Source: an optimization exercise on an open RTL-to-GDS flow (aim: small area and a short achievable clock period). Production flows keep margins and buffers that such runs may drop.
Function not checked in this run: the RTL went through the layout flow alone.

==> config.mk <==
export PLATFORM = sky130hd
export DESIGN_NAME = systolic_array
export DESIGN_NICKNAME = systolic_array
export VERILOG_FILES = /design/flow/design.v
export SDC_FILE = /design/flow/constraint.sdc
export NUM_CORES = 4
export LEC_CHECK = 0
export CAP_MARGIN = 20
export CORE_MARGIN = 2
export CORE_UTILIZATION = 40
export SLEW_MARGIN = 20
==> constraint.sdc <==
create_clock -name core_clock -period 8.0 [get_ports {clk}]
set_input_delay 1.6000 -clock core_clock [delete_from_list [all_inputs] [get_ports {clk}]]
set_output_delay 1.6000 -clock core_clock [all_outputs]
set_load 0.01 [all_outputs]
==> design.v <==
module processing_element #(
    parameter DATA_WIDTH = 8,               
    parameter ACCUMULATOR_WIDTH = 24        
) (
    input  wire                         clk,
    input  wire                         rst_n,
    input  wire                         enable,
    input  wire [DATA_WIDTH-1:0]        a_in,    
    input  wire [DATA_WIDTH-1:0]        b_in,    
    output reg  [DATA_WIDTH-1:0]        a_out,   
    output reg  [DATA_WIDTH-1:0]        b_out,   
    output wire [ACCUMULATOR_WIDTH-1:0] c_out    
);
    reg [ACCUMULATOR_WIDTH-1:0] accumulator;
    assign c_out = accumulator;
    always @(posedge clk or negedge rst_n) begin
        if (!rst_n) begin
            a_out <= 0;
            b_out <= 0;
        end else if (enable) begin
            a_out <= a_in;
            b_out <= b_in;
        end
    end
    always @(posedge clk or negedge rst_n) begin
        if (!rst_n) begin
            accumulator <= 0;
        end else if (enable) begin
            accumulator <= accumulator + (a_in * b_in);
        end
    end
endmodule
module systolic_array #(
    parameter DATA_WIDTH = 8,               
    parameter ARRAY_SIZE = 4,               
    parameter ACCUMULATOR_WIDTH = 24        
) (
    input  wire                            clk,
    input  wire                            rst_n,
    input  wire                            enable,
    input  wire [ARRAY_SIZE*DATA_WIDTH-1:0]           a_inputs,  
    input  wire [ARRAY_SIZE*DATA_WIDTH-1:0]           b_inputs,  
    output wire [ARRAY_SIZE*ARRAY_SIZE*ACCUMULATOR_WIDTH-1:0] c_outputs,  
    output wire                            computation_done             
);
    wire [DATA_WIDTH-1:0] a_connections [0:ARRAY_SIZE-1][0:ARRAY_SIZE];
    wire [DATA_WIDTH-1:0] b_connections [0:ARRAY_SIZE][0:ARRAY_SIZE-1];
    reg [$clog2(2*ARRAY_SIZE):0] counter;
    assign computation_done = (counter >= (2*ARRAY_SIZE + 1));
    always @(posedge clk or negedge rst_n) begin
        if (!rst_n) begin
            counter <= 0;
        end else if (enable) begin
            if (counter <= (2*ARRAY_SIZE + 1))
                counter <= counter + 1;
        end
    end
    genvar i, j;
    generate
        for (i = 0; i < ARRAY_SIZE; i = i + 1) begin
            assign a_connections[i][0] = a_inputs[i*DATA_WIDTH +: DATA_WIDTH];
            assign b_connections[0][i] = b_inputs[i*DATA_WIDTH +: DATA_WIDTH];
        end
    endgenerate
    generate
        for (i = 0; i < ARRAY_SIZE; i = i + 1) begin
            for (j = 0; j < ARRAY_SIZE; j = j + 1) begin
                processing_element #(
                    .DATA_WIDTH(DATA_WIDTH),
                    .ACCUMULATOR_WIDTH(ACCUMULATOR_WIDTH)
                ) pe_inst (
                    .clk(clk),
                    .rst_n(rst_n),
                    .enable(enable),
                    .a_in(a_connections[i][j]),
                    .b_in(b_connections[i][j]),
                    .a_out(a_connections[i][j+1]),
                    .b_out(b_connections[i+1][j]),
                    .c_out(c_outputs[(i*ARRAY_SIZE+j)*ACCUMULATOR_WIDTH +: ACCUMULATOR_WIDTH])
                );
            end
        end
    endgenerate
endmodule
==> run.sh <==
#!/bin/bash
# synth_recipe.tcl (not shown) runs the flow's synth.tcl, then flattens the netlist and writes it again
# the make line also repeats each setting of config.mk as NAME=value (left out here)
make -C /OpenROAD-flow-scripts/flow DESIGN_CONFIG=/design/flow/config.mk WORK_HOME=/design/flow/orfs CLKGATE_MAP_FILE= SYNTH_SCRIPT=/design/flow/synth_recipe.tcl finish
==> run summary <==
- In the synthesized netlist the dominant register cell turns out to be sky130_fd_sc_hd__dfrtp_1.
- For this configuration, the core starts out at a cell density of 0.401.
* Worst Path Class, Setup: primary input to register
- After routing, the total negative slack on setup checks comes to 0 ns.
* Vias in the first global route: 51.1k
- DRT iter0 DRCs: 2,300
* Aggregate global-route resource usage: 0.200
* Synthesized netlist cell count: 6,889
- In this run the worst setup path begins at a_inputs[11].
- The most common cell in the synthesized netlist is sky130_fd_sc_hd__inv_1.
- For the pin with the worst max-slew slack, the measured transition is 0.915 ns.
- Seq/Total Area, Yosys: 0.217
- The root buffer cell chosen for the clock tree is sky130_fd_sc_hd__clkbuf_16.
- The routed layout has 49.9k vias.
- Global routing finished with a remaining overflow of 0.
- Die width: 413 um
* Maximum Capacitance Violations: 0
* Final routed wire length divided by cell count: 17.6 um
- Counting flops with a built-in enable in the synthesized netlist gives 0.
- Fraction of final layout cells with drive strength greater than 1: 0.0801
* Final Hold Fails: 0
- Post-CTS setup buffer count: 0
- Number of CTS-inserted buffers: 85
- Met2 track utilization from global routing: 0.333
- Once the clock tree was built, the resizer swapped 0 gates to a different size.
- Io pins: 452
- Of all nets on the critical path, the largest fanout is 9.
- The initial antenna violation count was 10.
- The die covers 170,000 um2.
- Minimum clock period after layout: 6.98 ns
- Most common library cells after synthesis: 910 x sky130_fd_sc_hd__inv_1, 883 x sky130_fd_sc_hd__and2_1, 867 x sky130_fd_sc_hd__ha_1
- Entering global routing, the biggest net connects 135 pins.
- For the worst-skew pair, the clock arrives at the later sink with an insertion delay of 0.73 ns.
- Clock skew after layout: 0.0388 ns
- The floorplan step defined a core boundary enclosing 167,000 um2.
- Setup repair after global routing missed its margin: no
- Flip-flop and latch count after synthesis: 580
- The congestion estimate from routability-driven global placement came to 0.877.
- In the routed design, unresolved DRC markers number 0.
- GR Util met1: 0.261
* Total number of nets in the final design: 8,891
- Hold is met by 0.467 ns.
* Fin. max-slew vios: 0
* Slew Limit Headroom: 0.390
* Site Rows: 150
- After filler insertion, the fill cell instance count of the layout stands at 15.8k.
* Die extent in y: 413 um
- The detail route stage leaves a number of antenna-violating nets equal to 0.
* Global-route wire length before repair: 275,000 um
- Share of flip-flops with an asynchronous set or reset after synthesis: 1.00
* Area of the multi-input gates: 48,600 um2
* Layout overhead on the synthesized area: 15.3%
- Count of hold buffers inserted by post-cts repair: 0
- The path class of the tightest hold or removal check is register to register.
- Detailed-router iteration count before antenna repair: 5
* CP Data Required Time: 8.60 ns
* Total length of routed wires: 169,000 um
- Using the TritonRoute via totals, the vias-per-cell ratio works out to 5.17.
- In the global route stage, met3 resource usage came out at 0.0370.
* Clock sink count: 580
* Outcome: finished clean
- Of the post-synthesis cell area, the dominant cell type holds 0.217.
- For the worst setup path, the data arrival time is 7.58 ns.
* H-tree level count: 3
* Net Count, Synth: 8,415
- Post-synthesis cell type count: 81
- Derived from the worst setup path, the maximum achievable clock frequency is 143 MHz.
- The biggest area contributor in the post-synthesis netlist is sky130_fd_sc_hd__dfrtp_1.
* HPWL after detailed placement: 134,000 um
* Cell area after synthesis: 66,900 um2
- Counting along the longest clock path gives a buffer depth of 3.
- In the finished design, the share of the clock period the worst path needs comes to 0.872.
- met2 is the most crowded layer.
- Number of warnings reported in the yosys synthesis log: 2
- The startpoint identified for the worst hold timing path is genblk2[1].genblk1[1].pe_inst.accumulator[23]$_DFFE_PN0P_.
- Placed standard-cell area: 74,000 um2
* Cell area after layout: 77,100 um2
* Main area contributors after synthesis: sky130_fd_sc_hd__dfrtp_1 22%, sky130_fd_sc_hd__fa_1 18%, sky130_fd_sc_hd__ha_1 16%, sky130_fd_sc_hd__and2_1 8.3%, sky130_fd_sc_hd__mux2_2 6.5%
* Startpoint of the worst register-to-register path: genblk2[0].genblk1[3].pe_inst.b_out[2]$_DFFE_PN0P_
- Area taken by flip-flops and latches: 14,500 um2
* Final-report setup violation count: 0
* Port Buf Inserts: 451
* Synth Area per Inst: 9.71 um2
- Setup crit end kind: register
* Element type at the critical path start: primary input
- After clock tree synthesis, the clock-pin slew on the worst setup and hold paths is 0.06 ns.
- TritonCTS built the clock tree.
## flip-flops by register name (all words and copies together) (netlist names)
register                             cells
counter                                  4
genblk2.genblk1.pe_inst.a_out           96
genblk2.genblk1.pe_inst.accumulator    384
genblk2.genblk1.pe_inst.b_out           96
## worst max-delay path, stage by stage
cell and delay [ns]:
sky130_fd_sc_hd__clkdlybuf4s50_1 0.61, sky130_fd_sc_hd__and2_1 0.26, sky130_fd_sc_hd__fa_1 0.43, sky130_fd_sc_hd__fa_1 0.49, sky130_fd_sc_hd__inv_1 0.05, sky130_fd_sc_hd__fa_1 0.48
sky130_fd_sc_hd__fa_1 0.50, sky130_fd_sc_hd__inv_1 0.04, sky130_fd_sc_hd__ha_1 0.30, sky130_fd_sc_hd__a21oi_1 0.21, sky130_fd_sc_hd__nor2b_1 0.10, sky130_fd_sc_hd__o211ai_1 0.16
sky130_fd_sc_hd__nand2_1 0.09, sky130_fd_sc_hd__a41oi_1 0.25, sky130_fd_sc_hd__nor2b_1 0.19, sky130_fd_sc_hd__xnor2_1 0.08, sky130_fd_sc_hd__ha_1 0.37, sky130_fd_sc_hd__nand4_1 0.17
sky130_fd_sc_hd__nor4_1 0.45, sky130_fd_sc_hd__o21ai_1 0.18, sky130_fd_sc_hd__a21oi_1 0.27, sky130_fd_sc_hd__o21ai_1 0.10, sky130_fd_sc_hd__xnor2_1 0.18
## through the flow
| step | setup WS, ns | util | cells |
|---|---|---|---|
| after global routing | 0.578 | 0.463 | 9638 |
| after detailed placement | 0.370 | 0.444 | 9482 |
| after floorplan | 1.38 | - | 6889 |
| after global placement | 0.516 | 0.444 | 9482 |
| final | 1.02 | 0.463 | 9643 |
| after CTS | 1.14 | 0.462 | 9634 |
## cells in the final DEF, fill, tap and decap left out, drive strengths merged, types with 16 or more instances in the layout
cell type | synthesis | final
o21ai | 161 | 161
nor3 | 83 | 83
and2 | 885 | 885
clkdlybuf4s50 | 0 | 449
o21a | 41 | 41
nor3b | 16 | 16
clkbuf | 40 | 107
a31oi | 28 | 28
nand2b | 20 | 20
inv | 910 | 918
a21o | 132 | 132
xor2 | 151 | 151
fa | 592 | 592
o21bai | 44 | 44
and3 | 59 | 59
a211oi | 28 | 28
nand4 | 31 | 31
dfrtp | 580 | 580
a21oi | 387 | 387
or3 | 30 | 30
a21boi | 17 | 17
ha | 867 | 867
o211ai | 45 | 45
nor2 | 209 | 209
nor2b | 46 | 46
nand2 | 381 | 381
o31ai | 33 | 33
xnor2 | 358 | 358
or2 | 16 | 16
a41oi | 16 | 16
mux2 | 386 | 386
buf | 45 | 25
nand3 | 110 | 110
## cell families (layout without fill, tap and decap cells)
kind of cell	after synthesis	count (layout)	synth area share
AOI/OAI and AO/OA	1037	1037	0.0995
xor gates and xnor gates	509	509	0.0667
adders and majority gates	1459	1459	0.339
buffers and inverters	995	1536	0.0566
DFF	580	580	0.217
muxes	387	387	0.0651
other	0	9	0
and+or+nand+nor	1922	1922	0.156
## per-layer routing
layer  routed length [um]  vias up
li1                     -    24000
met1                75700    24700
met2                79500      901
met3                 8740      230
met4                 5290        6
met5                   30        -
## cell type report
| type | count | area share |
|---|---|---|
| multi-input combinational | 5314 | 0.630 |
| sequential | 580 | 0.188 |
| timing repair buffer | 474 | 0.0619 |
| inverter | 910 | 0.0443 |
| tap | 2204 | 0.0358 |
| clock buffer | 107 | 0.0309 |
| clock inverter | 45 | 0.00839 |
| antenna | 9 | 0.000292 |
## worst paths after layout
path / end / slack (ns) / depth (start not counted)
worst max register to register: genblk2[1].genblk1[3].pe_inst.accumulator[20]$_DFFE_PN0P_ / 1.70 / 23
worst min register to register: genblk2[1].genblk1[1].pe_inst.accumulator[23]$_DFFE_PN0P_ / 0.47 / 1
max in group asynchronous: genblk2[0].genblk1[1].pe_inst.accumulator[11]$_DFFE_PN0P_ / 5.66 / 2
worst min-delay path: genblk2[1].genblk1[1].pe_inst.accumulator[23]$_DFFE_PN0P_ / 0.47 / 1
worst max-delay path: genblk2[1].genblk1[0].pe_inst.accumulator[18]$_DFFE_PN0P_ / 1.02 / 23
min in group asynchronous: genblk2[0].genblk1[3].pe_inst.accumulator[9]$_DFFE_PN0P_ / 0.98 / 1

==> port drivers added, routing unchanged <==
No port has a modelled driver above. Below, the same layout with a new extraction and two added sets of constraints. Step 1 (the two cells are an assumption about what drives the block):
set clk [get_ports {clk}]
set_driving_cell -lib_cell sky130_fd_sc_hd__clkbuf_16 $clk
set_driving_cell -lib_cell sky130_fd_sc_hd__buf_2 [delete_from_list [all_inputs] $clk]
Step 2 adds t to the input delays and takes it off the output delays; t is the mean of the earliest and latest rising clock arrival at the registers after step 1. Input paths then give back, and output paths get back, about the clock's delay inside the block. Three values: ideal, step 1, step 2; two values: the first two.
t (ns): 0.791
slack for setup (ns): 1.023 / 1.058 / 0.266
worst hold slack (ns): 0.467 / 0.467 / 0.467
worst setup path after step 2: input to register
worst register clock-pin slew, ns: 0.07 / 0.07
After both steps this run still meets setup and hold. The setup slack of this run moves by +0.035 ns with the drivers and by -0.757 ns with both steps.
